Source: an optimization exercise on an open RTL-to-GDS flow (aim: small area). Production flows keep margins and buffers that such runs may drop.
At most, simulation tests tie the RTL to the original design; equivalence was not proved.
Function not checked in run 5: the RTL went through the layout flow alone.
Power and IR drop assume default switching activity.

<file path="config.mk">
export PLATFORM = sky130hd
export DESIGN_NAME = dma_probe
export DESIGN_NICKNAME = dma_probe
export VERILOG_FILES = /design/flow/design.v
export SDC_FILE = /design/flow/constraint.sdc
export NUM_CORES = 4
export LEC_CHECK = 0
export CAP_MARGIN = 20
export CORE_AREA = 5 5 245 245
export DIE_AREA = 0 0 250 250
export SLEW_MARGIN = 20
</file>
<file path="flow/run.sh">
#!/bin/bash
# The standard layout (standard.sh, standard synthesis unchanged) with two changes:
#  - global placement buffers every input and output port with the smallest buffer,
#    sky130_fd_sc_hd__buf_1, rather than the resizer's default pick;
#  - clock tree synthesis uses clkbuf_8 leaf clusters of at most 16 sinks within 50 um
#    and no dummy loads. The tree is still balanced for the registers it drives.
set -euo pipefail
export BUFFER_PORTS_ARGS="-buffer_cell sky130_fd_sc_hd__buf_1"
export CTS_ARGS="-sink_clustering_enable -repair_clock_nets -dont_use_dummy_load -sink_clustering_size 22 -sink_clustering_max_diameter 100 -buf_list sky130_fd_sc_hd__clkbuf_16"
bash standard.sh synth > synth.log 2>&1
bash standard.sh finish > layout.log 2>&1
</file>
<file path="design.v">
`timescale 1ns/1ps
module ctrl_s_axi (
    input  wire        ACLK,
    input  wire        ARESET,
    input  wire [5:0]  AWADDR,
    input  wire        AWVALID,
    output wire        AWREADY,
    input  wire [31:0] WDATA,
    input  wire [3:0]  WSTRB,
    input  wire        WVALID,
    output wire        WREADY,
    output wire [1:0]  BRESP,
    output wire        BVALID,
    input  wire        BREADY,
    input  wire [5:0]  ARADDR,
    input  wire        ARVALID,
    output wire        ARREADY,
    output wire [31:0] RDATA,
    output wire [1:0]  RRESP,
    output wire        RVALID,
    input  wire        RREADY,
    output wire        en,
    output wire [2:0]  sel,
    output wire [16:0] size
);
reg aw_rdy, w_rdy, b_vld;
reg [1:0] wsel;
assign AWREADY = aw_rdy;
assign WREADY  = w_rdy;
assign BVALID  = b_vld;
assign BRESP   = 2'b00;
always @(posedge ACLK) begin
    if (ARESET) begin
        aw_rdy <= 1'b0;
        w_rdy  <= 1'b0;
        b_vld  <= 1'b0;
    end else begin
        aw_rdy <= (aw_rdy & ~AWVALID) | (b_vld & BREADY) | (~aw_rdy & ~w_rdy & ~b_vld);
        w_rdy  <= (aw_rdy & AWVALID) | (w_rdy & ~WVALID);
        b_vld  <= (w_rdy & WVALID) | (b_vld & ~BREADY);
    end
end
wire aw_en   = (AWADDR == 6'h10);
wire aw_sel  = (AWADDR == 6'h18);
wire aw_size = (AWADDR == 6'h20);
always @(posedge ACLK) begin
    if (aw_rdy)
        wsel <= {aw_sel | aw_size, aw_en | aw_sel};
end
wire w_hs = w_rdy & WVALID;
reg        int_en;
reg [2:0]  int_sel;
reg [16:0] int_size;
assign en   = int_en;
assign sel  = int_sel;
assign size = int_size;
always @(posedge ACLK) begin
    if (ARESET)
        int_en <= 1'b0;
    else if (w_hs && wsel == 2'b01 && WSTRB[0])
        int_en <= WDATA[0];
end
always @(posedge ACLK) begin
    if (ARESET)
        int_sel <= 3'd0;
    else if (w_hs && wsel == 2'b11 && WSTRB[0])
        int_sel <= WDATA[2:0];
end
always @(posedge ACLK) begin
    if (ARESET)
        int_size <= 17'd0;
    else if (w_hs && wsel == 2'b10) begin
        if (WSTRB[0]) int_size[7:0]  <= WDATA[7:0];
        if (WSTRB[1]) int_size[15:8] <= WDATA[15:8];
        if (WSTRB[2]) int_size[16]   <= WDATA[16];
    end
end
reg ar_rdy, r_vld;
reg [16:0] rdata;
assign ARREADY = ar_rdy;
assign RVALID  = r_vld;
assign RRESP   = 2'b00;
assign RDATA   = {15'd0, rdata};
always @(posedge ACLK) begin
    if (ARESET) begin
        ar_rdy <= 1'b0;
        r_vld  <= 1'b0;
    end else begin
        ar_rdy <= (ar_rdy & ~ARVALID) | (r_vld & RREADY) | (~ar_rdy & ~r_vld);
        r_vld  <= (ar_rdy & ARVALID) | (r_vld & ~RREADY);
    end
end
wire ar_en   = (ARADDR == 6'h10);
wire ar_sel  = (ARADDR == 6'h18);
wire ar_size = (ARADDR == 6'h20);
always @(posedge ACLK) begin
    if (ar_rdy)
        rdata <= ({17{ar_en}}   & {16'd0, int_en})
               | ({17{ar_sel}}  & {14'd0, int_sel})
               | ({17{ar_size}} & int_size);
end
endmodule
`timescale 1 ns / 1 ps
module probe_core (
    input  wire         clk,
    input  wire         rst_n,
    input  wire         en,
    input  wire [2:0]   sel,
    input  wire [16:0]  size,
    output reg  [16:0]  data_num,
    input  wire [255:0] s_tdata,
    input  wire [7:0]   s_tvalid,
    input  wire [31:0]  s_tkeep,
    input  wire [7:0]   s_tready,       
    output reg  [31:0]  probe_axis_tdata,
    output reg          probe_axis_tvalid,
    output reg          probe_axis_tlast,
    output reg  [3:0]   probe_axis_tkeep,
    input  wire         probe_axis_tready
);
wire [7:0] sel_oh = 8'd1 << sel;
wire [7:0] vsel   = sel_oh & s_tvalid;    
wire t_ready = |(sel_oh & s_tready);
wire t_valid = |vsel;
reg [31:0] t_data;
reg [3:0]  t_nkeep;    
integer i;
always @(*) begin
    t_data  = 32'd0;
    t_nkeep = 4'd0;
    for (i = 0; i < 8; i = i + 1) begin
        t_data  = t_data  | ({32{vsel[i]}} & s_tdata[32*i +: 32]);
        t_nkeep = t_nkeep | ({4{vsel[i]}}  & ~s_tkeep[4*i +: 4]);
    end
end
reg en_q;
reg xfer, done;           
reg [9:0]  wait_lfsr;
wire [9:0] wait_next = {wait_lfsr[8:0], ~(wait_lfsr[9] ^ wait_lfsr[6])};
wire [16:0] last_num = size - 17'd1 - {16'd0, probe_axis_tvalid};
wire start = ~xfer & ~done & en & ~en_q;
wire step  = xfer & probe_axis_tready & t_ready;
wire tmo   = (wait_lfsr == 10'h164);
wire hit   = (|size) & (data_num == last_num);
wire fin   = step & (t_valid ? hit : tmo);
wire last_real = ~wait_lfsr[6];
always @(posedge clk or negedge rst_n) begin
    if (!rst_n)
        en_q <= 1'b0;
    else
        en_q <= en;
end
always @(posedge clk or negedge rst_n) begin
    if (!rst_n) begin
        xfer <= 1'b0;
        done <= 1'b0;
        probe_axis_tvalid <= 1'b0;
        data_num <= 17'd0;
    end else begin
        if (start) begin
            xfer <= 1'b1;
            data_num <= 17'd0;
        end else if (step) begin
            if (fin) begin
                xfer <= 1'b0;
                done <= 1'b1;
            end
            probe_axis_tvalid <= t_valid | tmo;
            if (probe_axis_tvalid)
                data_num <= data_num + 17'd1;
        end else if (done & probe_axis_tready) begin
            done <= 1'b0;
            probe_axis_tvalid <= 1'b0;
            if (last_real)
                data_num <= data_num + 17'd1;
        end
    end
end
always @(posedge clk) begin
    if (start | (step & t_valid))
        wait_lfsr <= 10'd0;
    else if (step)
        wait_lfsr <= wait_next;
end
always @(posedge clk) begin
    if (step) begin
        probe_axis_tdata <= t_data;
        probe_axis_tkeep <= ~t_nkeep;
        probe_axis_tlast <= ~t_valid | hit;
    end
end
endmodule
`timescale 1 ns / 1 ps
module dma_probe (ap_clk,ap_rst_n,s_axi_control_AWVALID,s_axi_control_AWREADY,s_axi_control_AWADDR,s_axi_control_WVALID,s_axi_control_WREADY,s_axi_control_WDATA,s_axi_control_WSTRB,s_axi_control_ARVALID,s_axi_control_ARREADY,s_axi_control_ARADDR,s_axi_control_RVALID,s_axi_control_RREADY,s_axi_control_RDATA,s_axi_control_RRESP,s_axi_control_BVALID,s_axi_control_BREADY,s_axi_control_BRESP,data_num,s0_axis_tdata,s0_axis_tvalid,s0_axis_tlast,s0_axis_tkeep,s0_axis_tready,s1_axis_tdata,s1_axis_tvalid,s1_axis_tlast,s1_axis_tkeep,s1_axis_tready,s2_axis_tdata,s2_axis_tvalid,s2_axis_tlast,s2_axis_tkeep,s2_axis_tready,s3_axis_tdata,s3_axis_tvalid,s3_axis_tlast,s3_axis_tkeep,s3_axis_tready,s4_axis_tdata,s4_axis_tvalid,s4_axis_tlast,s4_axis_tkeep,s4_axis_tready,s5_axis_tdata,s5_axis_tvalid,s5_axis_tlast,s5_axis_tkeep,s5_axis_tready,s6_axis_tdata,s6_axis_tvalid,s6_axis_tlast,s6_axis_tkeep,s6_axis_tready,s7_axis_tdata,s7_axis_tvalid,s7_axis_tlast,s7_axis_tkeep,s7_axis_tready,probe_axis_tdata,probe_axis_tvalid,probe_axis_tlast,probe_axis_tkeep,probe_axis_tready,m0_axis_tdata,m0_axis_tvalid,m0_axis_tlast,m0_axis_tkeep,m0_axis_tready,m1_axis_tdata,m1_axis_tvalid,m1_axis_tlast,m1_axis_tkeep,m1_axis_tready,m2_axis_tdata,m2_axis_tvalid,m2_axis_tlast,m2_axis_tkeep,m2_axis_tready,m3_axis_tdata,m3_axis_tvalid,m3_axis_tlast,m3_axis_tkeep,m3_axis_tready,m4_axis_tdata,m4_axis_tvalid,m4_axis_tlast,m4_axis_tkeep,m4_axis_tready,m5_axis_tdata,m5_axis_tvalid,m5_axis_tlast,m5_axis_tkeep,m5_axis_tready,m6_axis_tdata,m6_axis_tvalid,m6_axis_tlast,m6_axis_tkeep,m6_axis_tready,m7_axis_tdata,m7_axis_tvalid,m7_axis_tlast,m7_axis_tkeep,m7_axis_tready);
parameter width=32;
parameter num=8;
parameter timeout=1000;
localparam C_S_AXI_CONTROL_ADDR_WIDTH=6;
localparam C_S_AXI_CONTROL_DATA_WIDTH=32;
localparam C_S_AXI_CONTROL_WSTRB_WIDTH=(32/8);
input ap_clk;
input ap_rst_n;
input s_axi_control_AWVALID;
output s_axi_control_AWREADY;
input [C_S_AXI_CONTROL_ADDR_WIDTH-1:0] s_axi_control_AWADDR;
input s_axi_control_WVALID;
output s_axi_control_WREADY;
input [C_S_AXI_CONTROL_DATA_WIDTH-1:0] s_axi_control_WDATA;
input [C_S_AXI_CONTROL_WSTRB_WIDTH-1:0] s_axi_control_WSTRB;
input s_axi_control_ARVALID;
output s_axi_control_ARREADY;
input [C_S_AXI_CONTROL_ADDR_WIDTH-1:0] s_axi_control_ARADDR;
output s_axi_control_RVALID;
input s_axi_control_RREADY;
output [C_S_AXI_CONTROL_DATA_WIDTH-1:0] s_axi_control_RDATA;
output [1:0] s_axi_control_RRESP;
output s_axi_control_BVALID;
input s_axi_control_BREADY;
output [1:0] s_axi_control_BRESP;
output [16:0] data_num;             
input [width-1:0] s0_axis_tdata;    
input s0_axis_tvalid;
input s0_axis_tlast;
input [width/8-1:0] s0_axis_tkeep;
output s0_axis_tready;
input [width-1:0] s1_axis_tdata;    
input s1_axis_tvalid;
input s1_axis_tlast;
input [width/8-1:0] s1_axis_tkeep;
output s1_axis_tready;
input [width-1:0] s2_axis_tdata;    
input s2_axis_tvalid;
input s2_axis_tlast;
input [width/8-1:0] s2_axis_tkeep;
output s2_axis_tready;
input [width-1:0] s3_axis_tdata;    
input s3_axis_tvalid;
input s3_axis_tlast;
input [width/8-1:0] s3_axis_tkeep;
output s3_axis_tready;
input [width-1:0] s4_axis_tdata;    
input s4_axis_tvalid;
input s4_axis_tlast;
input [width/8-1:0] s4_axis_tkeep;
output s4_axis_tready;
input [width-1:0] s5_axis_tdata;    
input s5_axis_tvalid;
input s5_axis_tlast;
input [width/8-1:0] s5_axis_tkeep;
output s5_axis_tready;
input [width-1:0] s6_axis_tdata;    
input s6_axis_tvalid;
input s6_axis_tlast;
input [width/8-1:0] s6_axis_tkeep;
output s6_axis_tready;
input [width-1:0] s7_axis_tdata;    
input s7_axis_tvalid;
input s7_axis_tlast;
input [width/8-1:0] s7_axis_tkeep;
output s7_axis_tready;
output [width-1:0] probe_axis_tdata;   
output probe_axis_tvalid;
output probe_axis_tlast;
output [width/8-1:0] probe_axis_tkeep;
input probe_axis_tready;
output [width-1:0] m0_axis_tdata;      
output m0_axis_tvalid;
output m0_axis_tlast;
output [width/8-1:0] m0_axis_tkeep;
input m0_axis_tready;
output [width-1:0] m1_axis_tdata;      
output m1_axis_tvalid;
output m1_axis_tlast;
output [width/8-1:0] m1_axis_tkeep;
input m1_axis_tready;
output [width-1:0] m2_axis_tdata;      
output m2_axis_tvalid;
output m2_axis_tlast;
output [width/8-1:0] m2_axis_tkeep;
input m2_axis_tready;
output [width-1:0] m3_axis_tdata;      
output m3_axis_tvalid;
output m3_axis_tlast;
output [width/8-1:0] m3_axis_tkeep;
input m3_axis_tready;
output [width-1:0] m4_axis_tdata;      
output m4_axis_tvalid;
output m4_axis_tlast;
output [width/8-1:0] m4_axis_tkeep;
input m4_axis_tready;
output [width-1:0] m5_axis_tdata;      
output m5_axis_tvalid;
output m5_axis_tlast;
output [width/8-1:0] m5_axis_tkeep;
input m5_axis_tready;
output [width-1:0] m6_axis_tdata;      
output m6_axis_tvalid;
output m6_axis_tlast;
output [width/8-1:0] m6_axis_tkeep;
input m6_axis_tready;
output [width-1:0] m7_axis_tdata;      
output m7_axis_tvalid;
output m7_axis_tlast;
output [width/8-1:0] m7_axis_tkeep;
input m7_axis_tready;
wire [8*width-1:0] s_tdata  = {s7_axis_tdata,s6_axis_tdata,s5_axis_tdata,s4_axis_tdata,s3_axis_tdata,s2_axis_tdata,s1_axis_tdata,s0_axis_tdata};
wire [num-1:0]     s_tvalid = {s7_axis_tvalid,s6_axis_tvalid,s5_axis_tvalid,s4_axis_tvalid,s3_axis_tvalid,s2_axis_tvalid,s1_axis_tvalid,s0_axis_tvalid};
wire [num-1:0]     s_tlast  = {s7_axis_tlast,s6_axis_tlast,s5_axis_tlast,s4_axis_tlast,s3_axis_tlast,s2_axis_tlast,s1_axis_tlast,s0_axis_tlast};
wire [8*width/8-1:0] s_tkeep = {s7_axis_tkeep,s6_axis_tkeep,s5_axis_tkeep,s4_axis_tkeep,s3_axis_tkeep,s2_axis_tkeep,s1_axis_tkeep,s0_axis_tkeep};
wire [num-1:0]     m_tready = {m7_axis_tready,m6_axis_tready,m5_axis_tready,m4_axis_tready,m3_axis_tready,m2_axis_tready,m1_axis_tready,m0_axis_tready};
reg [num-1:0]      s_tready_r;
reg [num-1:0]      m_tvalid_r;
reg [8*width-1:0]  m_tdata_r;
reg [num-1:0]      m_tlast_r;
reg [8*width/8-1:0] m_tkeep_r;
always @(posedge ap_clk or negedge ap_rst_n)
  if (!ap_rst_n) begin
    s_tready_r <= 0;
    m_tvalid_r <= 0;
  end else begin
    s_tready_r <= m_tready;
    m_tvalid_r <= s_tvalid;
  end
always @(posedge ap_clk) begin
  m_tdata_r <= s_tdata;
  m_tlast_r <= s_tlast;
  m_tkeep_r <= s_tkeep;
end
assign {s7_axis_tready,s6_axis_tready,s5_axis_tready,s4_axis_tready,s3_axis_tready,s2_axis_tready,s1_axis_tready,s0_axis_tready} = s_tready_r;
assign {m7_axis_tvalid,m6_axis_tvalid,m5_axis_tvalid,m4_axis_tvalid,m3_axis_tvalid,m2_axis_tvalid,m1_axis_tvalid,m0_axis_tvalid} = m_tvalid_r;
assign {m7_axis_tdata,m6_axis_tdata,m5_axis_tdata,m4_axis_tdata,m3_axis_tdata,m2_axis_tdata,m1_axis_tdata,m0_axis_tdata} = m_tdata_r;
assign {m7_axis_tlast,m6_axis_tlast,m5_axis_tlast,m4_axis_tlast,m3_axis_tlast,m2_axis_tlast,m1_axis_tlast,m0_axis_tlast} = m_tlast_r;
assign {m7_axis_tkeep,m6_axis_tkeep,m5_axis_tkeep,m4_axis_tkeep,m3_axis_tkeep,m2_axis_tkeep,m1_axis_tkeep,m0_axis_tkeep} = m_tkeep_r;
wire en;
wire [2:0] sel;
wire [16:0] size;
ctrl_s_axi U_ctrl_s_axi (
  .ACLK(ap_clk),
  .ARESET(!ap_rst_n),
  .AWADDR(s_axi_control_AWADDR),
  .AWVALID(s_axi_control_AWVALID),
  .AWREADY(s_axi_control_AWREADY),
  .WDATA(s_axi_control_WDATA),
  .WSTRB(s_axi_control_WSTRB),
  .WVALID(s_axi_control_WVALID),
  .WREADY(s_axi_control_WREADY),
  .BRESP(s_axi_control_BRESP),
  .BVALID(s_axi_control_BVALID),
  .BREADY(s_axi_control_BREADY),
  .ARADDR(s_axi_control_ARADDR),
  .ARVALID(s_axi_control_ARVALID),
  .ARREADY(s_axi_control_ARREADY),
  .RDATA(s_axi_control_RDATA),
  .RRESP(s_axi_control_RRESP),
  .RVALID(s_axi_control_RVALID),
  .RREADY(s_axi_control_RREADY),
  .en(en),
  .sel(sel),
  .size(size)
);
probe_core U_core (
  .clk(ap_clk),
  .rst_n(ap_rst_n),
  .en(en),
  .sel(sel),
  .size(size),
  .data_num(data_num),
  .s_tdata(s_tdata),
  .s_tvalid(s_tvalid),
  .s_tkeep(s_tkeep),
  .s_tready(s_tready_r),
  .probe_axis_tdata(probe_axis_tdata),
  .probe_axis_tvalid(probe_axis_tvalid),
  .probe_axis_tlast(probe_axis_tlast),
  .probe_axis_tkeep(probe_axis_tkeep),
  .probe_axis_tready(probe_axis_tready)
);
endmodule
</file>
<file path="constraint.sdc">
create_clock -name core_clock -period 5.0 [get_ports {ap_clk}]
set_input_delay 1.0000 -clock core_clock [delete_from_list [all_inputs] [get_ports {ap_clk}]]
set_output_delay 1.0000 -clock core_clock [all_outputs]
set_load 0.01 [all_outputs]
</file>
<file path="standard.sh">
#!/bin/bash
# synth_recipe.tcl (not shown) runs the flow's synth.tcl, then flattens the netlist and writes it again
# the make line also repeats each setting of config.mk as NAME=value (left out here)
make -C /OpenROAD-flow-scripts/flow DESIGN_CONFIG=/design/flow/config.mk WORK_HOME=/design/flow/orfs CLKGATE_MAP_FILE= SYNTH_SCRIPT=/design/flow/synth_recipe.tcl "${@:-finish}"
</file>
==> results of run 1 <==
[area by class of cell]
cell class | instances | area (um2) | area share, %
sequential | 425 | 9254 | 53.25
multi-input combinational | 523 | 3588 | 20.65
timing repair buffer | 756 | 2899 | 16.68
tap | 765 | 957.2 | 5.508
clock buffer | 24 | 600.6 | 3.456
antenna | 17 | 42.54 | 0.2448
inverter | 10 | 37.54 | 0.2160
[power groups by stage]
stage,Combinational [W],Sequential (W),Clock [W]
3_5_place_dp,0.000570,0.00380,0
6_report,0.000567,0.00372,0.00197
3_3_place_gp,0.000560,0.00380,0
5_1_grt,0.000608,0.00374,0.00213
2_1_floorplan,0.000111,0.00386,0
4_1_cts,0.000573,0.00372,0.00202
[final timing paths]
path	end	slack, ps	cells after the start
setup reg to reg	U_core.xfer	1880	11
setup / recovery	U_core.xfer	1880	11
min in group asynchronous	s_tready_r[6]	590	2
hold reg to reg	U_core.en_q	410	0
hold / removal	U_core.en_q	410	0
max in group asynchronous	s_tready_r[4]	3890	2
[flip-flops by register name, summed over array words and instances, names as in the netlist, 2 cells and up]
| name | cells |
|---|---|
| U_core.data_num | 17 |
| U_core.probe_axis_tdata | 32 |
| U_ctrl_s_axi.int_sel | 3 |
| U_core.wait_lfsr | 10 |
| U_ctrl_s_axi.wsel | 2 |
| m_tlast_r | 8 |
| m_tdata_r | 256 |
| U_ctrl_s_axi.rdata | 17 |
| m_tvalid_r | 8 |
| s_tready_r | 8 |
| m_tkeep_r | 32 |
| U_core.probe_axis_tkeep | 4 |
| U_ctrl_s_axi.int_size | 17 |
[per-layer routing]
layer / wire length (um) / vias to the layer above / GRT usage (%)
li1: - / 5146 / -
met1: 29470 / 5880 / 28.23
met2: 33500 / 743 / 35.35
met3: 9603 / 158 / 10.22
met4: 2595 / 44 / 6.487
met5: 292 / - / 0
[cells in the final DEF (no fill, tap or decap), drive strengths merged, types with 14 or more instances in the layout]
cell type / count
mux2i: 20
xnor2: 19
dfrtp: 37
a21boi: 22
diode: 17
nand2: 35
nand3: 57
o31ai: 14
clkbuf: 25
and2: 14
nand4: 18
a22o: 25
a221oi: 25
nor2: 30
a22oi: 82
dfxtp: 332
a21oi: 18
buf: 755
edfxtp: 56
conb: 19
[critical path, cell delays in order, from the launching register on]
cell	delay [ps]
dfrtp_1	430
inv_1	70
ha_1	240
inv_1	70
ha_1	210
nor3b_2	450
a41oi_1	230
nor4_1	230
nand4_1	110
a2111oi_0	620
o21ai_1	140
a21o_1	210
[cells by family (layout without fill, tap and decap cells)]
kind of cell,after synthesis,after routing,synth area share (%)
buffers and inverters,87,790,3.106
DFF,425,425,70.46
AOI/OAI and AO/OA,222,222,12.80
adders and majority gates,3,3,0.2859
and+or+nand+nor,230,230,9.785
xor gates and xnor gates,25,25,1.667
muxes,24,24,1.867
other,1,36,0.02855
[stage by stage]
stage | utilization (%) | cells | total power (W)
2_1_floorplan | - | 1035 | 0.003976
3_3_place_gp | 29.17 | 2479 | 0.004356
3_5_place_dp | 29.17 | 2479 | 0.004368
4_1_cts | 30.22 | 2503 | 0.006314
5_1_grt | 30.27 | 2513 | 0.006472
6_report | 30.30 | 2520 | 0.006259
==> impl_metrics.tcl, run 1 <==
set metrics [dict create \
    grt_max_degree 64 \
    start_util_pct 22.89 \
    cts_tree "yes" \
    maxCapViolations 0 \
    drv_slew 0 \
    synth-edff-count 56 \
    rsz0062_at_grt "false" \
    drt-total-wl_um 75450 \
    max_freq_ghz 0.3206 \
    yosys.area.top_type "dfxtp_1" \
    finClkSkew_ps 44.13 \
    cts_resized 0 \
    root_buffer "clkbuf_16" \
    end_kind "flip-flop" \
    synth-main-ff-cell "dfxtp_1" \
    p_comb_share_pct 9.1 \
    first_pass_iters 5 \
    worst_slew_pin_slew_ps 919.8 \
    dp_hpwl_um 63160 \
    overflow 0 \
    async_reset_ff_share_pct 8.706 \
    peakVddDrop_mv 0.2454 \
    cellPowerDensity_nw_per_um2 360.2 \
    vias 11971 \
    critical_path_peak_fanout 8 \
    setup_viol 0 \
    die_y_um 250 \
    yosysWarningCount 3 \
    cp.arrival_ps 3590 \
    nNetsFinal 2111 \
    synth_common_cells "332 x dfxtp_1, 82 x a22oi_1, 57 x nand3_1" \
    cts.sinks 425 \
    grt_pass1_vias 11734 \
    clock_latency_ps 570 \
    yosys.area.top_type_share_pct 50.61 \
    cts_buffers 24 \
    antenna_found_initial 69 \
    postCtsSetupBuffers 0 \
    die_w_um 250 \
    p_seq_share_pct 59.5 \
    cts-hold-fix-buffers 0 \
    clockPowerShare_pct 31.5 \
    portBuffers 740 \
    crit_required_ps 5470 \
    std_cell_rows 88 \
    gp_congestion 0.9869 \
    syn_inst 1017 \
    min-delay-path-class "flip-flop to flip-flop" \
    wl_per_cell_um 29.94 \
    ant_nets 0 \
    netSwitchingFraction_pct 25.40 \
    clockBufferDepth 3 \
    ys_seq_area_share_pct 70.46 \
    grtUsageTotal_pct 22.58 \
    period_share_pct 62.38 \
    postPlaceCellArea_um2 16740 \
    cts_max_level 1 \
    outcome "complete, no violations" \
    slew_headroom_pct 38.52 \
    p_leak_nw 6.124 \
    coreArea_um2 57370 \
    crit_path_start "U_core.probe_axis_tvalid" \
    clk_pin_slew_ps 90 \
    fillers 6104 \
    hp-start "U_ctrl_s_axi.int_en" \
    worst_slack_ps 1881 \
    syn_area_um2 13130 \
    whs_ps 409.9 \
    fin_crit_ps 3119 \
    criticalPathCategory "flip-flop to flip-flop" \
    syn_area_per_cell_um2 12.91 \
    yosysMostFrequentCell "dfxtp_1" \
    layout-drive-gt1-share_pct 3.567 \
    power_switching_w 0.001590 \
    die-area_um2 62500 \
    area_delta_synth_final_pct 32.34 \
    route.detailed.drc 0 \
    synth_area_leaders "dfxtp_1 51%, edfxtp_1 13%, dfrtp_1 7.1%, a22oi_1 4.7%, nand3_1 2.2%" \
    hold_violations 0 \
    dp_slack_ps 1707 \
    drtIter0Drc 793 \
    ys_ff_latch 425 \
    finalSetupTns_ps 0 \
    synth.distinct_cells 57 \
    internal_power_w 0.004669 \
    design_area_um2 17380 \
    vias_per_cell 4.750 \
    grt_pass1_wl_um 99590 \
    io_pins 776 \
    start_kind "flip-flop" \
    timing.rr.start "U_core.probe_axis_tvalid" \
]
==> run 2, diff against run 1 <==
--- a/flow/run.sh
+++ b/flow/run.sh
@@ -8,3 +8,3 @@
 export BUFFER_PORTS_ARGS="-buffer_cell sky130_fd_sc_hd__buf_1"
-export CTS_ARGS="-sink_clustering_enable -repair_clock_nets -dont_use_dummy_load -sink_clustering_size 22 -sink_clustering_max_diameter 100 -buf_list sky130_fd_sc_hd__clkbuf_16"
+export CTS_ARGS="-sink_clustering_enable -repair_clock_nets -dont_use_dummy_load -sink_clustering_size 16 -sink_clustering_max_diameter 80 -buf_list sky130_fd_sc_hd__clkbuf_8"
 bash standard.sh synth > synth.log 2>&1
==> run 2 against run 1 <==
  * Still clean on timing, DRC and antenna
  * Total power shrank 2.8%
  * Sequential cell count stayed put
  * Hold slack improved by 40 ps
  * Core utilization fell by 0.15 points
  * Routed wire length grew 0.52%
  * Clock power is 9% lower
  * Non-clock buffer count did not move
  * First-iteration DRC count rose by 8.2%
  * Sequential power barely moved
  * Cell area fell by 0.48%
  * Critical path type unchanged
  * Largest cell class unchanged
==> impl_metrics.tcl, run 2 <==
set metrics [dict create \
    io_pins 776 \
    antenna_found_initial 73 \
    dp_slack_ps 1707 \
    top_register "m_tdata_r" \
    die_y_um 250 \
    postCtsSetupBuffers 0 \
    p_leak_nw 6.095 \
    grt_pass1_vias 11808 \
    start_util_pct 22.89 \
    cts.sinks 425 \
    drt-total-wl_um 75850 \
    std_cell_rows 88 \
    cp.arrival_ps 3610 \
    finClkSkew_ps 69.84 \
    nNetsFinal 2124 \
    cts-hold-fix-buffers 0 \
    start_kind "flip-flop" \
    total_power_w 0.006087 \
    synth_top_family_by_area "compound AO/OA/AOI/OAI gates" \
    hold_violations 0 \
    die-area_um2 62500 \
    vias 12070 \
    outcome "complete, no violations" \
    yosys.area.top_type "dfxtp_1" \
    synth-main-ff-cell "dfxtp_1" \
    overflow 0 \
    yosysMostFrequentCell "dfxtp_1" \
    max_freq_ghz 0.3188 \
    drv_slew 0 \
    synthMuxAreaShare_pct 1.867 \
    wl_per_cell_um 29.91 \
    clk_pin_slew_ps 100 \
    first_pass_iters 5 \
    fillers 6110 \
    cts_tree "yes" \
    grt_pass1_wl_um 100000 \
    synth_area_leaders "dfxtp_1 51%, edfxtp_1 13%, dfrtp_1 7.1%, a22oi_1 4.7%, nand3_1 2.2%" \
    crit_required_ps 5480 \
    coreArea_um2 57370 \
    route.detailed.drc 0 \
    cts_max_level 2 \
    grtUsageTotal_pct 22.83 \
    yosysWarningCount 3 \
    setup_viol 0 \
    drtIter0Drc 858 \
    root_buffer "clkbuf_8" \
    clockBufferDepth 3 \
    synth_fa_ha_area_share_pct 0.2858 \
    worst_slew_pin_slew_ps 954.8 \
    async_reset_ff_share_pct 8.706 \
    cts_buffers 37 \
    rsz0062_at_grt "false" \
    end_kind "flip-flop" \
    ys_ff_latch 425 \
    fin_crit_ps 3137 \
    syn_area_per_cell_um2 12.91 \
    synth_compound_area_share_pct 12.80 \
    synth_xor_area_share_pct 1.667 \
    synth_common_cells "332 x dfxtp_1, 82 x a22oi_1, 57 x nand3_1" \
    dp_hpwl_um 63160 \
    yosys.area.top_type_share_pct 50.61 \
    cellPowerDensity_nw_per_um2 351.9 \
    synth-edff-count 56 \
    layout-drive-gt1-share_pct 4.283 \
    grt_max_degree 64 \
    syn_inst 1017 \
    area_delta_synth_final_pct 31.70 \
    vias_per_cell 4.759 \
    slew_headroom_pct 36.08 \
    finalSetupTns_ps 0 \
    clock_latency_ps 610 \
    final_common_cell "buf_1" \
    largest_reg_flops 256 \
    criticalPathCategory "flip-flop to flip-flop" \
    synthSimpleGateAreaFrac_pct 9.785 \
    die_w_um 250 \
    design_area_um2 17300 \
    final_cell_mix "739 x buf_1, 332 x dfxtp_1, 82 x a22oi_1" \
    syn_area_um2 13130 \
    gp_congestion 0.9869 \
    peakVddDrop_mv 0.2124 \
    ys_seq_area_share_pct 70.46 \
    top_regs "m_tdata_r: 256 flops, U_core.probe_axis_tdata: 32 flops, m_tkeep_r: 32 flops" \
    synth.distinct_cells 57 \
    portBuffers 740 \
    postPlaceCellArea_um2 16740 \
    maxCapViolations 0 \
    ant_nets 0 \
    period_share_pct 62.73 \
    min-delay-path-class "flip-flop to flip-flop" \
    critical_path_peak_fanout 48 \
    fin_util_pct 30.15 \
    cts_resized 0 \
    worst_slack_ps 1863 \
]
[run 2: metrics by stage]
| step | cells | hold WS (ps) |
|---|---|---|
| floorplan | 1035 | 357.7 |
| global placement | 2479 | 458.9 |
| detailed placement | 2479 | 459.3 |
| CTS | 2516 | 398.0 |
| global route | 2526 | 429.9 |
| finish | 2536 | 450.3 |
[run 2: worst max-delay path, stage by stage (launching register included)]
cell	delay (ps)
dfxtp_1	950
a22o_1	280
a21oi_1	120
a21oi_4	280
buf_4	670
a21boi_0	370
o21ai_1	130
a21o_1	210
[run 2: layer usage]
layer / GRT usage [%] / vias up / part of all wire, %
met5: 0 / - / 0.37
met4: 6.814 / 42 / 3.6
met3: 10.90 / 176 / 13
met2: 35.45 / 771 / 44
met1: 28.34 / 5908 / 39
li1: - / 5173 / -
[run 2: final cells by class]
class                   count  area, um2  share of cell area, %
diodes                     20      50.05                 0.2894
flip-flops and latches    425       9254                  53.51
repair buffers            756       2899                  16.76
well taps                 765      957.2                  5.534
clock buffers              37      509.2                  2.944
multi-input cells         523       3588                  20.75
inverters                  10      37.54                 0.2170
[run 2: final timing paths]
kind	from	slack, ps	depth (start not counted)	to
max in group asynchronous	ap_rst_n	3900	2	s_tready_r[0]
min in group asynchronous	ap_rst_n	560	2	s_tready_r[6]
worst min-delay path	U_ctrl_s_axi.int_en	450	0	U_core.en_q
worst max register to register	U_ctrl_s_axi.int_sel[0]	1860	7	U_core.xfer
worst max-delay path	U_ctrl_s_axi.int_sel[0]	1860	7	U_core.xfer
worst min register to register	U_ctrl_s_axi.int_en	450	0	U_core.en_q
[run 2: kinds of logic (layout without fill, tap and decap cells)]
| group | Yosys count | after routing |
|---|---|---|
| flops | 425 | 425 |
| simple gates | 230 | 230 |
| compound gates | 222 | 222 |
| buf+inv | 87 | 803 |
| xor+xnor | 25 | 25 |
| mux | 24 | 24 |
| fa+ha+maj | 3 | 3 |
| other cells | 1 | 39 |
[run 2: power by group]
part	total [W]	switching, W	internal (W)
combinational	0.000567	0.000389	0.000178
sequential	0.00372	0.0000842	0.00364
clock	0.00180	0.00113	0.000665
==> run 3, diff against run 2 <==
--- a/config.mk
+++ b/config.mk
@@ -10,2 +10,3 @@
 export DIE_AREA = 0 0 250 250
+export PLACE_DENSITY = 0.9
 export SLEW_MARGIN = 20
==> run 3 against run 2 <==
  * Critical path depth up 4
  * Hold slack better by 5.5 ps
  * Synthesized cell count unchanged
  * Clock-buffer cell count down 1
  * Setup slack worse by 200 ps
  * Largest power group unchanged
  * Total power down 0.50%
  * Cell area up 0.41%
  * Global-route usage up 2.2 points
  * Cell count up 1.3%
==> impl_metrics.tcl, run 3 <==
set metrics [dict create \
    dp_hpwl_um 70960 \
    root_buffer "clkbuf_8" \
    nNetsFinal 2125 \
    max_freq_ghz 0.2998 \
    fin_util_pct 30.27 \
    finalSetupTns_ps 0 \
    synth.distinct_cells 57 \
    cp.arrival_ps 3830 \
    final_common_cell "buf_1" \
    worst_slew_pin_slew_ps 1031 \
    drtIter0Drc 1169 \
    fillers 6058 \
    power_switching_w 0.001596 \
    ys_seq_area_share_pct 70.46 \
    start_util_pct 22.89 \
    fin_crit_ps 3336 \
    synth_area_leaders "dfxtp_1 51%, edfxtp_1 13%, dfrtp_1 7.1%, a22oi_1 4.7%, nand3_1 2.2%" \
    std_cell_rows 88 \
    overflow 0 \
    yosys.area.top_type_share_pct 50.61 \
    outcome "complete, no violations" \
    rsz0062_at_grt "false" \
    period_share_pct 66.71 \
    drv_slew 0 \
    die_w_um 250 \
    start_kind "flip-flop" \
    whs_ps 455.9 \
    p_seq_share_pct 61.6 \
    coreArea_um2 57370 \
    cts_tree "yes" \
    vias_per_cell 4.780 \
    crit_required_ps 5490 \
    cts.sinks 425 \
    yosysWarningCount 3 \
    clock_latency_ps 620 \
    top_register "m_tdata_r" \
    cts_buffers 36 \
    synth-edff-count 56 \
    first_pass_iters 5 \
    hold_violations 0 \
    syn_area_um2 13130 \
    critical_path_peak_fanout 8 \
    end_kind "flip-flop" \
    cts_max_level 2 \
    layout-drive-gt1-share_pct 4.338 \
    rr_worst_depth 11 \
    cts_resized 0 \
    wl_per_cell_um 32.29 \
    cellPowerDensity_nw_per_um2 348.8 \
    ys_ff_latch 425 \
    wl_met3_um 14410 \
    p_leak_nw 6.094 \
    syn_inst 1017 \
    dr_wl_met2_um 35540 \
    slew_headroom_pct 29.51 \
    io_pins 776 \
    top_regs "m_tdata_r: 256 flops, U_core.probe_axis_tdata: 32 flops, m_tkeep_r: 32 flops" \
    setup_viol 0 \
    die_y_um 250 \
    regArea_um2 9254 \
    grt_pass1_wl_um 106400 \
    synth-main-ff-cell "dfxtp_1" \
    peakVddDrop_mv 0.1988 \
    clockBufferDepth 3 \
    highest_layer "met5" \
    grtUsageTotal_pct 25.04 \
    wl_met1_um 28880 \
    antenna_found_initial 119 \
    p_comb_share_pct 9.4 \
    netSwitchingFraction_pct 26.35 \
    maxCapViolations 0 \
    internal_power_w 0.004461 \
    portBuffers 740 \
    drt-total-wl_um 82930 \
    min-delay-path-class "input pin to flip-flop" \
    postCtsSetupBuffers 0 \
    grt_max_degree 64 \
    synth_common_cells "332 x dfxtp_1, 82 x a22oi_1, 57 x nand3_1" \
    clockPowerShare_pct 29.0 \
    largest_reg_flops 256 \
    finClkSkew_ps 79.15 \
    cts-hold-fix-buffers 0 \
    yosys.area.top_type "dfxtp_1" \
    syn_area_per_cell_um2 12.91 \
    yosysMostFrequentCell "dfxtp_1" \
    multi_input_comb_area_um2 3580 \
    criticalPathCategory "flip-flop to flip-flop" \
    min_path_cells 1 \
    gp_congestion 0.9923 \
    vias 12274 \
    die-area_um2 62500 \
    grt_pass1_vias 11841 \
    area_delta_synth_final_pct 32.23 \
    ant_nets 0 \
    async_reset_ff_share_pct 8.706 \
    clk_pin_slew_ps 110 \
    final_cell_mix "739 x buf_1, 332 x dfxtp_1, 82 x a22oi_1" \
    route.detailed.drc 0 \
]
## run 3: cell count changes in the layout (fill, tap and decap cells not counted), sizes merged
| cell | delta |
|---|---|
| clkbuf | -1 |
| diode | +31 |
| buf | +2 |
## run 3: logic make-up after synthesis
| family | share of synthesized area (%) |
|---|---|
| xor+xnor | 1.667 |
| compound gates | 12.80 |
| mux | 1.867 |
| other cells | 0.02855 |
| flops | 70.46 |
| simple gates | 9.785 |
| fa+ha+maj | 0.2859 |
| buf+inv | 3.106 |
## run 3: layout make-up
class,count,share of cell area (%)
antenna,51,0.7349
clock buffer,36,2.853
inverter,10,0.2162
multi-input combinational,523,20.61
sequential,425,53.29
tap,765,5.512
timing repair buffer,758,16.78
## run 3: stage by stage
stage                     worst slack [ps]  total power (W)  std cells  cell area [um2]
after floorplan                       2430         0.003976       1035            13200
after global placement                1665         0.004356       2481            16740
after detailed placement              1587         0.004373       2481            16740
after CTS                             1587         0.006111       2517            17240
after global routing                  1375         0.006269       2539            17290
final                                 1664         0.006057       2568            17370
## run 3: per-layer routing
metal | track usage, % | vias up
met5 | 0 | -
met4 | 10.40 | 68
met3 | 17.96 | 215
met2 | 37.04 | 855
met1 | 27.66 | 5916
li1 | - | 5220
## run 3: final timing paths
check | startpoint | to | slack, ps
setup / recovery | U_core.probe_axis_tvalid | U_core.xfer | 1660
hold / removal | s4_axis_tlast | m_tlast_r[4] | 460
setup reg to reg | U_core.probe_axis_tvalid | U_core.xfer | 1660
hold reg to reg | U_ctrl_s_axi.int_en | U_core.en_q | 500
max in group asynchronous | ap_rst_n | U_core.en_q | 3880
min in group asynchronous | ap_rst_n | U_core.data_num[14] | 570
## run 3: critical path, stage by stage (launching register included)
cell and delay [ps]:
dfrtp_1 400, inv_1 80, ha_1 240, inv_1 70
ha_1 220, nor3b_2 430, a41oi_1 180, nor4_1 260
nand4_1 120, a2111oi_0 910, o21ai_1 160, a21o_1 210
## run 3: power by group through the flow
stage / Clock [W] / Sequential, W / Combinational, W
floorplan: 0 / 0.00386 / 0.000111
global placement: 0 / 0.00380 / 0.000557
detailed placement: 0 / 0.00381 / 0.000565
CTS: 0.00181 / 0.00373 / 0.000566
global route: 0.00192 / 0.00375 / 0.000602
finish: 0.00176 / 0.00373 / 0.000568
==> run 4, diff against run 3 <==
--- a/design.v
+++ b/design.v
@@ -179,3 +179,3 @@
 always @(posedge clk) begin
-    if (start | (step & t_valid))
+    if ((~xfer & ~done) | (step & t_valid))
         wait_lfsr <= 10'd0;
--- a/flow/run.sh
+++ b/flow/run.sh
@@ -4,3 +4,3 @@
 #    sky130_fd_sc_hd__buf_1, rather than the resizer's default pick;
-#  - clock tree synthesis uses clkbuf_8 leaf clusters of at most 16 sinks within 50 um
+#  - clock tree synthesis uses clkbuf_8 leaf clusters of at most 16 sinks within 80 um
 #    and no dummy loads. The tree is still balanced for the registers it drives.
==> run 4 against run 3 <==
  * Via count about the same
  * First-iteration DRC count grew 3.1%
  * Sequential share of layout area up 0.25 points
  * Fmax decreased by 2.9%
  * Synthesized cell count decreased by 0.98%
  * Cell count decreased by 0.93%
==> impl_metrics.tcl, run 4 <==
set metrics [dict create \
    setup_viol 0 \
    min-delay-path-class "flip-flop to flip-flop" \
    cts_max_level 2 \
    start_kind "flip-flop" \
    largest_reg_flops 256 \
    fillers 5978 \
    min_path_cells 0 \
    end_kind "flip-flop" \
    coreArea_um2 57370 \
    grtUsageTotal_pct 22.90 \
    drtIter0Drc 1205 \
    finalSetupTns_ps 0 \
    period_share_pct 68.69 \
    cts_tree "yes" \
    netSwitchingFraction_pct 26.02 \
    drv_slew 0 \
    max_freq_ghz 0.2912 \
    die-area_um2 62500 \
    crit_required_ps 5480 \
    critical_path_peak_fanout 48 \
    overflow 0 \
    ant_nets 0 \
    hold_violations 0 \
    syn_area_um2 13090 \
    p_leak_nw 6.053 \
    cp_slowest_cell "dfxtp_1" \
    synth.distinct_cells 66 \
    clockBufferDepth 3 \
    drt-total-wl_um 76150 \
    vias 12267 \
    route.detailed.drc 0 \
    die_y_um 250 \
    nNetsFinal 2118 \
    regArea_um2 9254 \
    async_reset_ff_share_pct 8.706 \
    synth-edff-count 56 \
    criticalPathCategory "flip-flop to flip-flop" \
    syn_inst 1007 \
    worst_slack_ps 1565 \
    whs_ps 415.8 \
    syn_area_per_cell_um2 13.00 \
    top_regs "m_tdata_r: 256 flops, U_core.probe_axis_tdata: 32 flops, m_tkeep_r: 32 flops" \
    postCtsSetupBuffers 0 \
    synth_area_leaders "dfxtp_1 51%, edfxtp_1 13%, dfrtp_1 7.1%, a22oi_1 6.2%, nand3_1 1.7%" \
    crit_family "buffers and inverters" \
    rr_worst_depth 7 \
    grt_pass1_vias 11822 \
    clockPowerShare_pct 28.9 \
    ys_ff_latch 425 \
    clock_latency_ps 610 \
    critPathBufInv 2 \
    cts_resized 0 \
    cts.sinks 425 \
    maxCapViolations 0 \
    final_cell_mix "739 x buf_1, 332 x dfxtp_1, 108 x a22oi_1" \
    cellPowerDensity_nw_per_um2 348.1 \
    synth_common_cells "332 x dfxtp_1, 108 x a22oi_1, 56 x edfxtp_1" \
    layout-drive-gt1-share_pct 4.183 \
    portBuffers 740 \
    grt_pass1_wl_um 99590 \
    peakVddDrop_mv 0.2207 \
    fin_crit_ps 3435 \
    dp_slack_ps 1528 \
    area_delta_synth_final_pct 32.02 \
    internal_power_w 0.004451 \
    io_pins 776 \
    yosysMostFrequentCell "dfxtp_1" \
    cp.arrival_ps 3910 \
    outcome "complete, no violations" \
    slew_headroom_pct 29.66 \
    first_pass_iters 6 \
    yosys.area.top_type "dfxtp_1" \
    ys_seq_area_share_pct 70.68 \
    p_comb_share_pct 9.3 \
    power_switching_w 0.001566 \
    antenna_found_initial 67 \
    final_common_cell "buf_1" \
    cts-hold-fix-buffers 0 \
    synth-main-ff-cell "dfxtp_1" \
    wl_per_cell_um 29.93 \
    path_cells "mux2i_1, mux4_2, a21oi_4, buf_4, inv_1, o22ai_2, nor2_1" \
    worst_slew_pin_slew_ps 1055 \
    std_cell_rows 88 \
    gp_congestion 0.9622 \
    rsz0062_at_grt "false" \
    root_buffer "clkbuf_8" \
    multi_input_comb_area_um2 3578 \
    postPlaceCellArea_um2 16700 \
    cts_buffers 36 \
    yosysWarningCount 3 \
    clk_pin_slew_ps 100 \
    vias_per_cell 4.822 \
    start_util_pct 22.82 \
    die_w_um 250 \
    yosys.area.top_type_share_pct 50.76 \
    dp_hpwl_um 64290 \
    path_depth 7 \
    grt_max_degree 49 \
    p_seq_share_pct 61.7 \
    design_area_um2 17290 \
    finClkSkew_ps 71.53 \
    slowest_delay_ps 930 \
    top_register "m_tdata_r" \
]
==> run 4: changes by cell type after synthesis, sizes merged, moves of 5 or more <==
cell / before / now
buf: 27 / 22
a221oi: 25 / 11
nand4: 18 / 31
a22oi: 82 / 108
a21oi: 18 / 9
nand2: 35 / 42
or4: 12 / 2
a22o: 25 / 11
nand3: 57 / 44
o31ai: 14 / 1
xor2: 6 / 15
nor2: 30 / 41
==> run 4: metal layers <==
layer	up-vias	GRT usage, %	part of all wire, %
met5	-	0	0.26
met4	28	11.12	5.9
met3	247	13.47	16
met2	984	34.55	43
met1	5881	25.90	35
li1	5127	-	-
==> run 4: power by group through the flow <==
stage | Clock [W] | Combinational [W] | Sequential (W)
final | 0.00174 | 0.000561 | 0.00371
after global routing | 0.00191 | 0.000593 | 0.00373
after CTS | 0.00179 | 0.000556 | 0.00371
after detailed placement | 0 | 0.000554 | 0.00379
after global placement | 0 | 0.000545 | 0.00378
after floorplan | 0 | 0.000109 | 0.00385
==> run 4: through the flow <==
stage	total power [W]	cells	utilization (%)
2_1_floorplan	0.003960	1025	-
3_3_place_gp	0.004328	2474	29.12
3_5_place_dp	0.004345	2474	29.12
4_1_cts	0.006060	2510	29.98
5_1_grt	0.006238	2525	30.05
6_report	0.006017	2544	30.13
==> run 4: cell type report <==
cell class              instances  area share [%]
diodes                         34          0.4922
clock buffers                  36           2.866
inverters                       7          0.1520
multi-input cells             524           20.70
flip-flops and latches        425           53.54
well taps                     765           5.537
repair buffers                753           16.71
==> run 4: path summary, 6_finish.rpt <==
kind	end	startpoint	slack (ps)
min	U_core.en_q	U_ctrl_s_axi.int_en	420
max reg2reg	U_core.wait_lfsr[8]	U_ctrl_s_axi.int_sel[1]	1570
max in group asynchronous	s_tready_r[7]	ap_rst_n	3650
min in group asynchronous	U_core.data_num[0]	ap_rst_n	530
min reg2reg	U_core.en_q	U_ctrl_s_axi.int_en	420
max	U_core.wait_lfsr[8]	U_ctrl_s_axi.int_sel[1]	1570
==> run 4: worst register-to-register path: stages (launching register included) <==
cell and delay [ps]:
dfxtp_1 930, mux2i_1 180, mux4_2 540, a21oi_4 240
buf_4 750, inv_1 230, o22ai_2 400, nor2_1 100
==> run 4: kinds of logic after synthesis <==
| family | after synthesis | synth area share (%) |
|---|---|---|
| flops | 425 | 70.68 |
| buf+inv | 76 | 2.800 |
| xor+xnor | 36 | 2.523 |
| mux | 22 | 1.930 |
| compound gates | 200 | 11.52 |
| fa+ha+maj | 3 | 0.2867 |
| simple gates | 244 | 10.24 |
| other cells | 1 | 0.02864 |
==> run 5, diff against run 4 <==
--- a/design.v
+++ b/design.v
@@ -136,3 +136,4 @@
 reg en_q;
-reg xfer, done;           
+reg xfer;
+wire done = ~xfer & probe_axis_tvalid;
 reg [9:0]  wait_lfsr;
@@ -155,3 +156,2 @@
         xfer <= 1'b0;
-        done <= 1'b0;
         probe_axis_tvalid <= 1'b0;
@@ -163,6 +163,4 @@
         end else if (step) begin
-            if (fin) begin
+            if (fin)
                 xfer <= 1'b0;
-                done <= 1'b1;
-            end
             probe_axis_tvalid <= t_valid | tmo;
@@ -171,3 +169,2 @@
         end else if (done & probe_axis_tready) begin
-            done <= 1'b0;
             probe_axis_tvalid <= 1'b0;
==> run 5 against run 4 <==
  * Combinational power grew 14%
  * Core utilization about the same
  * Clock-buffer cell count is 2 lower
  * Critical path type unchanged
  * Highest routed layer unchanged
  * Area after synthesis rose by 0.24%
  * Hold slack better by 2.7 ps
  * Total power grew 0.87%
  * Global-route usage fell by 1.5 points
  * Register-to-register slack improved by 60 ps
==> impl_metrics.tcl, run 5 <==
set metrics [dict create \
    timing.rr.start "U_ctrl_s_axi.int_sel[1]" \
    overflow 0 \
    yosysWarningCount 3 \
    grt_use_met2_pct 30.33 \
    synth.distinct_cells 70 \
    clk_pin_slew_ps 100 \
    drt-total-wl_um 71370 \
    grtUsageTotal_pct 21.44 \
    final_cell_mix "739 x buf_1, 332 x dfxtp_1, 123 x a22oi_1" \
    final_common_cell "buf_1" \
    synth_area_leaders "dfxtp_1 51%, edfxtp_1 13%, a22oi_1 7.0%, dfrtp_1 6.9%, nand2_1 1.7%" \
    use_met1_pct 25.89 \
    vias_per_cell 4.806 \
    die-area_um2 62500 \
    p_comb_share_pct 10.6 \
    io_pins 776 \
    die_y_um 250 \
    syn_inst 1026 \
    route.detailed.drc 0 \
    start_util_pct 22.88 \
    coreArea_um2 57370 \
    drtIter0Drc 1612 \
    whs_ps 418.5 \
    grt.met3_usage_pct 14.71 \
    finClkSkew_ps 63.21 \
    clockBufferDepth 3 \
    top_register "m_tdata_r" \
    fillers 5908 \
    synth_common_cells "332 x dfxtp_1, 123 x a22oi_1, 59 x nand2_1" \
    yosysMostFrequentCell "dfxtp_1" \
    area_delta_synth_final_pct 31.89 \
    end_kind "flip-flop" \
    crit_required_ps 5170 \
    top_regs "m_tdata_r: 256 flops, U_core.probe_axis_tdata: 32 flops, m_tkeep_r: 32 flops" \
    ys_seq_area_share_pct 70.32 \
    root_buffer "clkbuf_8" \
    min-delay-path-class "flip-flop to flip-flop" \
    fin_util_pct 30.17 \
    yosys.area.top_type "dfxtp_1" \
    hold_violations 0 \
    gp_congestion 0.9887 \
    grt_max_degree 36 \
    syn_area_um2 13120 \
    slew_headroom_pct 36.96 \
    synth-main-ff-cell "dfxtp_1" \
    maxCapViolations 0 \
    grt_pass1_wl_um 94210 \
    crit_path_start "U_ctrl_s_axi.int_sel[1]" \
    postCtsSetupBuffers 0 \
    ys_ff_latch 424 \
    largest_reg_flops 256 \
    outcome "complete, no violations" \
    async_reset_ff_share_pct 8.491 \
    internal_power_w 0.004468 \
    ant_nets 0 \
    nNetsFinal 2135 \
    portBuffers 740 \
    busiest_layer "met2" \
    finalSetupTns_ps 0 \
    critical_path_peak_fanout 23 \
    p_seq_share_pct 61.7 \
    clock_latency_ps 580 \
    layout-drive-gt1-share_pct 4.370 \
    antenna_found_initial 72 \
    yosys.area.top_type_share_pct 50.64 \
    syn_area_per_cell_um2 12.79 \
    wl_per_cell_um 27.90 \
    criticalPathCategory "flip-flop to flip-flop" \
    design_area_um2 17310 \
    drv_slew 0 \
    setup_viol 0 \
    cp.arrival_ps 3550 \
    period_share_pct 67.56 \
    max_freq_ghz 0.2960 \
    worst_slew_pin_slew_ps 945.5 \
    cts-hold-fix-buffers 0 \
    cts_max_level 2 \
    die_w_um 250 \
    netSwitchingFraction_pct 26.40 \
    cts_buffers 34 \
    cts_tree "yes" \
    clockPowerShare_pct 27.7 \
    cts_resized 0 \
    grt_pass1_vias 11913 \
    peakVddDrop_mv 0.2745 \
    power_switching_w 0.001602 \
    hp-start "U_ctrl_s_axi.int_en" \
    fin_crit_ps 3378 \
    std_cell_rows 88 \
    dp_hpwl_um 58990 \
    postPlaceCellArea_um2 16760 \
    vias 12293 \
    cts.sinks 424 \
    p_leak_nw 6.074 \
    start_kind "flip-flop" \
    synth-edff-count 56 \
    rsz0062_at_grt "false" \
    first_pass_iters 7 \
    cellPowerDensity_nw_per_um2 350.7 \
]
==> run 5: changes by cell type in the layout (fill, tap and decap cells not counted), moves of 7 or more <==
| cell | before | now |
|---|---|---|
| a21oi_1 | 8 | 25 |
| a221oi_1 | 11 | 4 |
| a22oi_1 | 108 | 123 |
| nand2_1 | 42 | 59 |
| nand3_1 | 44 | 33 |
| nor2_1 | 40 | 17 |
| or3_1 | 2 | 10 |
| xnor2_1 | 20 | 12 |
==> run 5: final timing paths <==
kind | slack [ps] | endpoint | depth (start not counted)
setup / recovery | 1620 | U_core.probe_axis_tdata[29] | 6
hold / removal | 420 | U_core.en_q | 0
setup reg to reg | 1620 | U_core.probe_axis_tdata[29] | 6
hold reg to reg | 420 | U_core.en_q | 0
max in group asynchronous | 3580 | m_tvalid_r[3] | 2
min in group asynchronous | 530 | U_core.data_num[7] | 1
==> run 5: cell families (layout without fill, tap and decap cells) <==
family	count (synthesis)	count (layout)	share of synthesized area (%)
DFF	424	424	70.32
and+or+nand+nor	241	241	10.55
AOI/OAI and AO/OA	236	236	13.18
buffers and inverters	85	803	3.079
xor gates and xnor gates	22	22	1.468
muxes	14	14	1.087
adders and majority gates	3	3	0.2860
other	1	50	0.02857
==> run 5: area by class of cell <==
type                            count  area (um2)  area share, %
Sequential cell                   424        9229          53.32
Tap cell                          765       957.2          5.530
Antenna cell                       31       77.57         0.4482
Multi-Input combinational cell    535        3626          20.95
Clock buffer                       34       467.9          2.703
Inverter                           12       45.04         0.2602
Timing Repair Buffer              757        2907          16.79
==> run 5: per-stage QoR <==
| step | cells | total power, W | setup slack, ps |
|---|---|---|---|
| after floorplan | 1044 | 0.004067 | 1843 |
| after global placement | 2493 | 0.004442 | 1749 |
| after detailed placement | 2493 | 0.004458 | 1739 |
| after CTS | 2527 | 0.006116 | 1643 |
| after global routing | 2532 | 0.006309 | 1517 |
| final | 2558 | 0.006070 | 1622 |
==> run 5: power groups by stage <==
stage | Clock [W] | Combinational [W] | Sequential (W)
after global routing | 0.00186 | 0.000680 | 0.00377
after floorplan | 0 | 0.000169 | 0.00390
after global placement | 0 | 0.000628 | 0.00381
final | 0.00168 | 0.000642 | 0.00375
after detailed placement | 0 | 0.000635 | 0.00382
after CTS | 0.00173 | 0.000638 | 0.00374
==> run 5: worst max-delay path, cell delays in order, from the launching register on <==
cell	delay [ps]
dfxtp_1	490
buf_4	320
mux2i_1	110
a22o_1	320
or3_1	600
inv_2	590
buf_4	480
==> run 5: routing by layer <==
layer / vias to the layer above / routed length (um)
li1: 5214 / -
met1: 5765 / 26550
met2: 1057 / 28970
met3: 207 / 12860
met4: 50 / 2659
met5: - / 334
==> run 6, diff against run 5 <==
--- a/design.v
+++ b/design.v
@@ -136,4 +136,3 @@
 reg en_q;
-reg xfer;
-wire done = ~xfer & probe_axis_tvalid;
+reg xfer, done;           
 reg [9:0]  wait_lfsr;
@@ -156,2 +155,3 @@
         xfer <= 1'b0;
+        done <= 1'b0;
         probe_axis_tvalid <= 1'b0;
@@ -163,4 +163,6 @@
         end else if (step) begin
-            if (fin)
+            if (fin) begin
                 xfer <= 1'b0;
+                done <= 1'b1;
+            end
             probe_axis_tvalid <= t_valid | tmo;
@@ -169,2 +171,3 @@
         end else if (done & probe_axis_tready) begin
+            done <= 1'b0;
             probe_axis_tvalid <= 1'b0;
--- a/flow/run.sh
+++ b/flow/run.sh
@@ -8,3 +8,3 @@
 export BUFFER_PORTS_ARGS="-buffer_cell sky130_fd_sc_hd__buf_1"
-export CTS_ARGS="-sink_clustering_enable -repair_clock_nets -dont_use_dummy_load -sink_clustering_size 16 -sink_clustering_max_diameter 80 -buf_list sky130_fd_sc_hd__clkbuf_8"
+export CTS_ARGS="-sink_clustering_enable -repair_clock_nets -dont_use_dummy_load -sink_clustering_size 18 -sink_clustering_max_diameter 80 -buf_list sky130_fd_sc_hd__clkbuf_8"
 bash standard.sh synth > synth.log 2>&1
==> run 6 against run 5 <==
  * Sequential power about the same
  * Hold slack worse by 20 ps
  * Cell area fell by 0.53%
  * Setup slack got worse by 62 ps
  * Critical path depth increased by 1
  * Combinational power down 13%
  * Cell count is 0.74% lower
  * Sequential cell count rose by 1
==> impl_metrics.tcl, run 6 <==
set metrics [dict create \
    outcome "complete, no violations" \
    rsz0062_at_grt "false" \
    fin_crit_ps 3440 \
    power_switching_w 0.001551 \
    portBuffers 740 \
    total_power_w 0.005906 \
    finClkSkew_ps 84.94 \
    async_reset_ff_share_pct 8.706 \
    nNetsFinal 2113 \
    yosysMostFrequentCell "dfxtp_1" \
    critical_path_peak_fanout 48 \
    die-area_um2 62500 \
    start_kind "flip-flop" \
    clockBufferDepth 3 \
    worst_slew_pin_slew_ps 1047 \
    period_share_pct 68.81 \
    dp_hpwl_um 64290 \
    syn_inst 1007 \
    p_comb_share_pct 9.5 \
    crit_family "buffers and inverters" \
    yosys.area.top_type "dfxtp_1" \
    synth-main-ff-cell "dfxtp_1" \
    critPathBufInv 2 \
    synth_common_cells "332 x dfxtp_1, 108 x a22oi_1, 56 x edfxtp_1" \
    coreArea_um2 57370 \
    largest_reg_flops 256 \
    layout-drive-gt1-share_pct 3.908 \
    root_buffer "clkbuf_8" \
    end_kind "flip-flop" \
    worst_slack_ps 1560 \
    internal_power_w 0.004355 \
    final_cell_mix "739 x buf_1, 332 x dfxtp_1, 108 x a22oi_1" \
    p_seq_share_pct 62.9 \
    final_common_cell "buf_1" \
    ys_ff_latch 425 \
    slowest_delay_ps 920 \
    cts_buffers 31 \
    postPlaceCellArea_um2 16700 \
    grtUsageTotal_pct 22.83 \
    clk_pin_slew_ps 110 \
    yosysWarningCount 3 \
    die_w_um 250 \
    crit_required_ps 5530 \
    whs_ps 398.3 \
    vias_per_cell 4.786 \
    grt_pass1_wl_um 99860 \
    peakVddDrop_mv 0.1951 \
    vias 12151 \
    grt_max_degree 49 \
    ys_seq_area_share_pct 70.68 \
    die_y_um 250 \
    slew_headroom_pct 30.18 \
    cts_tree "yes" \
    overflow 0 \
    std_cell_rows 88 \
    max_freq_ghz 0.2907 \
    antenna_found_initial 62 \
    hold_violations 0 \
    route.detailed.drc 0 \
    yosys.area.top_type_share_pct 50.76 \
    top_register "m_tdata_r" \
    syn_area_um2 13090 \
    wl_per_cell_um 30.05 \
    netSwitchingFraction_pct 26.26 \
    min-delay-path-class "input pin to flip-flop" \
    grt_pass1_vias 11847 \
    synth_area_leaders "dfxtp_1 51%, edfxtp_1 13%, dfrtp_1 7.1%, a22oi_1 6.2%, nand3_1 1.7%" \
    path_cells "mux2i_1, mux4_2, a21oi_4, buf_4, inv_1, o22ai_2, nor2_1" \
    synth-edff-count 56 \
    cp.arrival_ps 3970 \
    design_area_um2 17220 \
    ant_nets 0 \
    top_regs "m_tdata_r: 256 flops, U_core.probe_axis_tdata: 32 flops, m_tkeep_r: 32 flops" \
    drv_slew 0 \
    cts-hold-fix-buffers 0 \
    synth.distinct_cells 66 \
    cts_max_level 1 \
    syn_area_per_cell_um2 13.00 \
    drtIter0Drc 1157 \
    area_delta_synth_final_pct 31.50 \
    postCtsSetupBuffers 0 \
    gp_congestion 0.9622 \
    finalSetupTns_ps 0 \
    cts_resized 0 \
    cts.sinks 425 \
    clockPowerShare_pct 27.6 \
    start_util_pct 22.82 \
    clock_latency_ps 690 \
    maxCapViolations 0 \
    io_pins 776 \
    cellPowerDensity_nw_per_um2 343.0 \
    cp_slowest_cell "dfxtp_1" \
    dp_slack_ps 1528 \
    criticalPathCategory "flip-flop to flip-flop" \
    first_pass_iters 10 \
    drt-total-wl_um 76310 \
    p_leak_nw 6.017 \
    setup_viol 0 \
]
==> run 6: kinds of logic after synthesis <==
logic type | after synthesis | synth area share [%]
simple gates | 244 | 10.24
xor+xnor | 36 | 2.523
flops | 425 | 70.68
compound gates | 200 | 11.52
mux | 22 | 1.930
other cells | 1 | 0.02864
buf+inv | 76 | 2.800
fa+ha+maj | 3 | 0.2867
==> run 6: path summary, 6_finish.rpt <==
check	start	endpoint	slack (ps)	cells after the start
min in group asynchronous	ap_rst_n	U_core.data_num[8]	480	1
setup reg to reg	U_ctrl_s_axi.int_sel[1]	U_core.wait_lfsr[8]	1560	7
max in group asynchronous	ap_rst_n	s_tready_r[7]	3680	2
hold / removal	s5_axis_tlast	m_tlast_r[5]	400	1
hold reg to reg	U_ctrl_s_axi.int_en	U_core.en_q	430	0
setup / recovery	U_ctrl_s_axi.int_sel[1]	U_core.wait_lfsr[8]	1560	7
==> run 6: worst reg2reg max path: cells and delay by family, from the launching register on <==
kind / cells / cell delay [ps]
AND/OR/NAND/NOR: 1 / 100
multiplexers: 2 / 720
AO/OA/AOI/OAI: 2 / 640
buffers and inverters: 2 / 970
flip-flops: 1 / 920
==> run 6: power by group through the flow <==
stage / clock (W) / combinational [W] / sequential, W
after global routing: 0.00178 / 0.000593 / 0.00373
final: 0.00163 / 0.000559 / 0.00372
after floorplan: 0 / 0.000109 / 0.00385
after CTS: 0.00167 / 0.000556 / 0.00371
after global placement: 0 / 0.000545 / 0.00378
after detailed placement: 0 / 0.000554 / 0.00379
==> run 6: final cells by class <==
class,instances,area (um2)
clock buffers,31,426.7
fillers,5996,40150
repair buffers,753,2889
multi-input cells,524,3578
flip-flops and latches,425,9254
inverters,7,26.28
well taps,765,957.2
diodes,34,85.08
==> run 6: per-layer routing <==
| metal | vias up | track usage, % | wire [um] | part of all wire [%] |
|---|---|---|---|---|
| met4 | 22 | 10.54 | 4504 | 5.9 |
| met1 | 5864 | 26.10 | 27430 | 36 |
| met2 | 943 | 34.78 | 32940 | 43 |
| met3 | 206 | 12.91 | 11280 | 15 |
| li1 | 5116 | - | - | - |
| met5 | - | 0 | 162 | 0.21 |
==> run 6: stage by stage <==
step | std cells | utilization (%)
floorplan | 1025 | -
global route | 2520 | 29.93
global placement | 2474 | 29.12
CTS | 2505 | 29.86
detailed placement | 2474 | 29.12
finish | 2539 | 30.01
==> run 7, diff against run 6 <==
--- a/flow/run.sh
+++ b/flow/run.sh
@@ -8,3 +8,3 @@
 export BUFFER_PORTS_ARGS="-buffer_cell sky130_fd_sc_hd__buf_1"
-export CTS_ARGS="-sink_clustering_enable -repair_clock_nets -dont_use_dummy_load -sink_clustering_size 18 -sink_clustering_max_diameter 80 -buf_list sky130_fd_sc_hd__clkbuf_8"
+export CTS_ARGS="-sink_clustering_enable -repair_clock_nets -dont_use_dummy_load -sink_clustering_size 24 -sink_clustering_max_diameter 90 -buf_list sky130_fd_sc_hd__clkbuf_16"
 bash standard.sh synth > synth.log 2>&1
==> run 7 against run 6 <==
  * Still clean
  * Hold slack better by 46 ps
  * Die area stayed put
  * Critical path depth stayed put
  * Setup slack worse by 70 ps
  * Area after synthesis stayed put
  * Core utilization is 0.41 points higher
  * Clock power is 25% higher
  * Critical endpoint unchanged
==> impl_metrics.tcl, run 7 <==
set metrics [dict create \
    rsz0062_at_grt "false" \
    first_pass_iters 7 \
    clock_latency_ps 600 \
    drtIter0Drc 1176 \
    coreArea_um2 57370 \
    gp_congestion 0.9622 \
    drt-total-wl_um 76460 \
    slew_headroom_pct 29.82 \
    internal_power_w 0.004723 \
    yosysWarningCount 3 \
    area_delta_synth_final_pct 33.29 \
    syn_inst 1007 \
    yosys.area.top_type_share_pct 50.76 \
    yosysMostFrequentCell "dfxtp_1" \
    synth-main-ff-cell "dfxtp_1" \
    synth.distinct_cells 66 \
    largest_reg_flops 256 \
    period_share_pct 70.20 \
    synth_common_cells "332 x dfxtp_1, 108 x a22oi_1, 56 x edfxtp_1" \
    antenna_found_initial 66 \
    ant_nets 0 \
    power_switching_w 0.001600 \
    ys_seq_area_share_pct 70.68 \
    dp_hpwl_um 64290 \
    synth-edff-count 56 \
    start_util_pct 22.82 \
    syn_area_per_cell_um2 13.00 \
    critical_path_peak_fanout 48 \
    top_regs "m_tdata_r: 256 flops, U_core.probe_axis_tdata: 32 flops, m_tkeep_r: 32 flops" \
    cts_max_level 1 \
    finClkSkew_ps 57.59 \
    cts_buffers 26 \
    vias 12193 \
    clk_pin_slew_ps 100 \
    finalSetupTns_ps 0 \
    p_comb_share_pct 8.9 \
    p_leak_nw 6.114 \
    criticalPathCategory "flip-flop to flip-flop" \
    top_register "m_tdata_r" \
    drv_slew 0 \
    outcome "complete, no violations" \
    std_cell_rows 88 \
    hold_violations 0 \
    postCtsSetupBuffers 0 \
    whs_ps 443.9 \
    cts.sinks 425 \
    ys_ff_latch 425 \
    reg2reg_slack_ps 1490 \
    final_cell_mix "739 x buf_1, 332 x dfxtp_1, 108 x a22oi_1" \
]
[run 7: cell count changes in the layout (fill, tap and decap cells not counted), sizes merged]
| cell | previous run | this run |
|---|---|---|
| clkbuf | 31 | 26 |
| diode | 34 | 38 |
[run 7: power groups by stage]
stage | clock network (W) | logic (W) | registers, W
finish | 0.00204 | 0.000561 | 0.00372
global route | 0.00219 | 0.000593 | 0.00373
CTS | 0.00209 | 0.000557 | 0.00371
detailed placement | 0 | 0.000554 | 0.00379
floorplan | 0 | 0.000109 | 0.00385
global placement | 0 | 0.000545 | 0.00378
[run 7: cell families (layout without fill, tap and decap cells)]
family	Yosys count	in the layout	share of synthesized area (%)
compound gates	200	200	11.52
xor+xnor	36	36	2.523
fa+ha+maj	3	3	0.2867
buf+inv	76	786	2.800
flops	425	425	70.68
mux	22	22	1.930
other cells	1	57	0.02864
simple gates	244	244	10.24
[run 7: metal layers]
metal | vias to the layer above | global-route usage [%] | part of all wire, %
met3 | 208 | 12.68 | 15
met4 | 26 | 11.88 | 5.7
met5 | - | 0 | 0.23
met2 | 966 | 34.25 | 43
met1 | 5870 | 26.31 | 36
li1 | 5123 | - | -
[run 7: area by class of cell]
class,instances,area [um2]
fillers,5970,39910
flip-flops and latches,425,9254
multi-input cells,524,3578
repair buffers,753,2889
well taps,765,957.2
clock buffers,26,650.6
diodes,38,95.09
inverters,7,26.28
[run 7: worst min path at each step]
stage / slack [ps] / to / from
2_1_floorplan: 350 / U_core.en_q / U_ctrl_s_axi.int_en
3_3_place_gp: 490 / U_core.en_q / U_ctrl_s_axi.int_en
3_5_place_dp: 490 / U_core.en_q / U_ctrl_s_axi.int_en
4_1_cts: 470 / s_tready_r[5] / m5_axis_tready
5_1_grt: 470 / U_core.en_q / U_ctrl_s_axi.int_en
6_report: 440 / U_core.en_q / U_ctrl_s_axi.int_en
[run 7: metrics by stage]
step / worst slack [ps] / total power [W] / utilization (%) / area [um2]
final: 1490 / 0.006322 / 30.42 / 17450
after global routing: 1238 / 0.006519 / 30.32 / 17400
after CTS: 1469 / 0.006358 / 30.25 / 17360
after detailed placement: 1528 / 0.004345 / 29.12 / 16700
after global placement: 1610 / 0.004328 / 29.12 / 16700
after floorplan: 2430 / 0.003960 / - / 13160
[run 7: worst max-delay path, cell delays in order (launching register included)]
cell and delay, ps:
dfxtp_1 920, mux2i_1 170, mux4_2 540, a21oi_4 250, buf_4 750, inv_1 200, o22ai_2 410, nor2_1 100

Re-timed with assumed drivers on the ports (clkbuf_16 on the clock, buf_2 on other inputs), run 7 has 1.490 ns of setup slack against 1.490 ns with ideal ports, and 1.490 ns once port delays also move by the mid clock arrival of 0.623 ns.
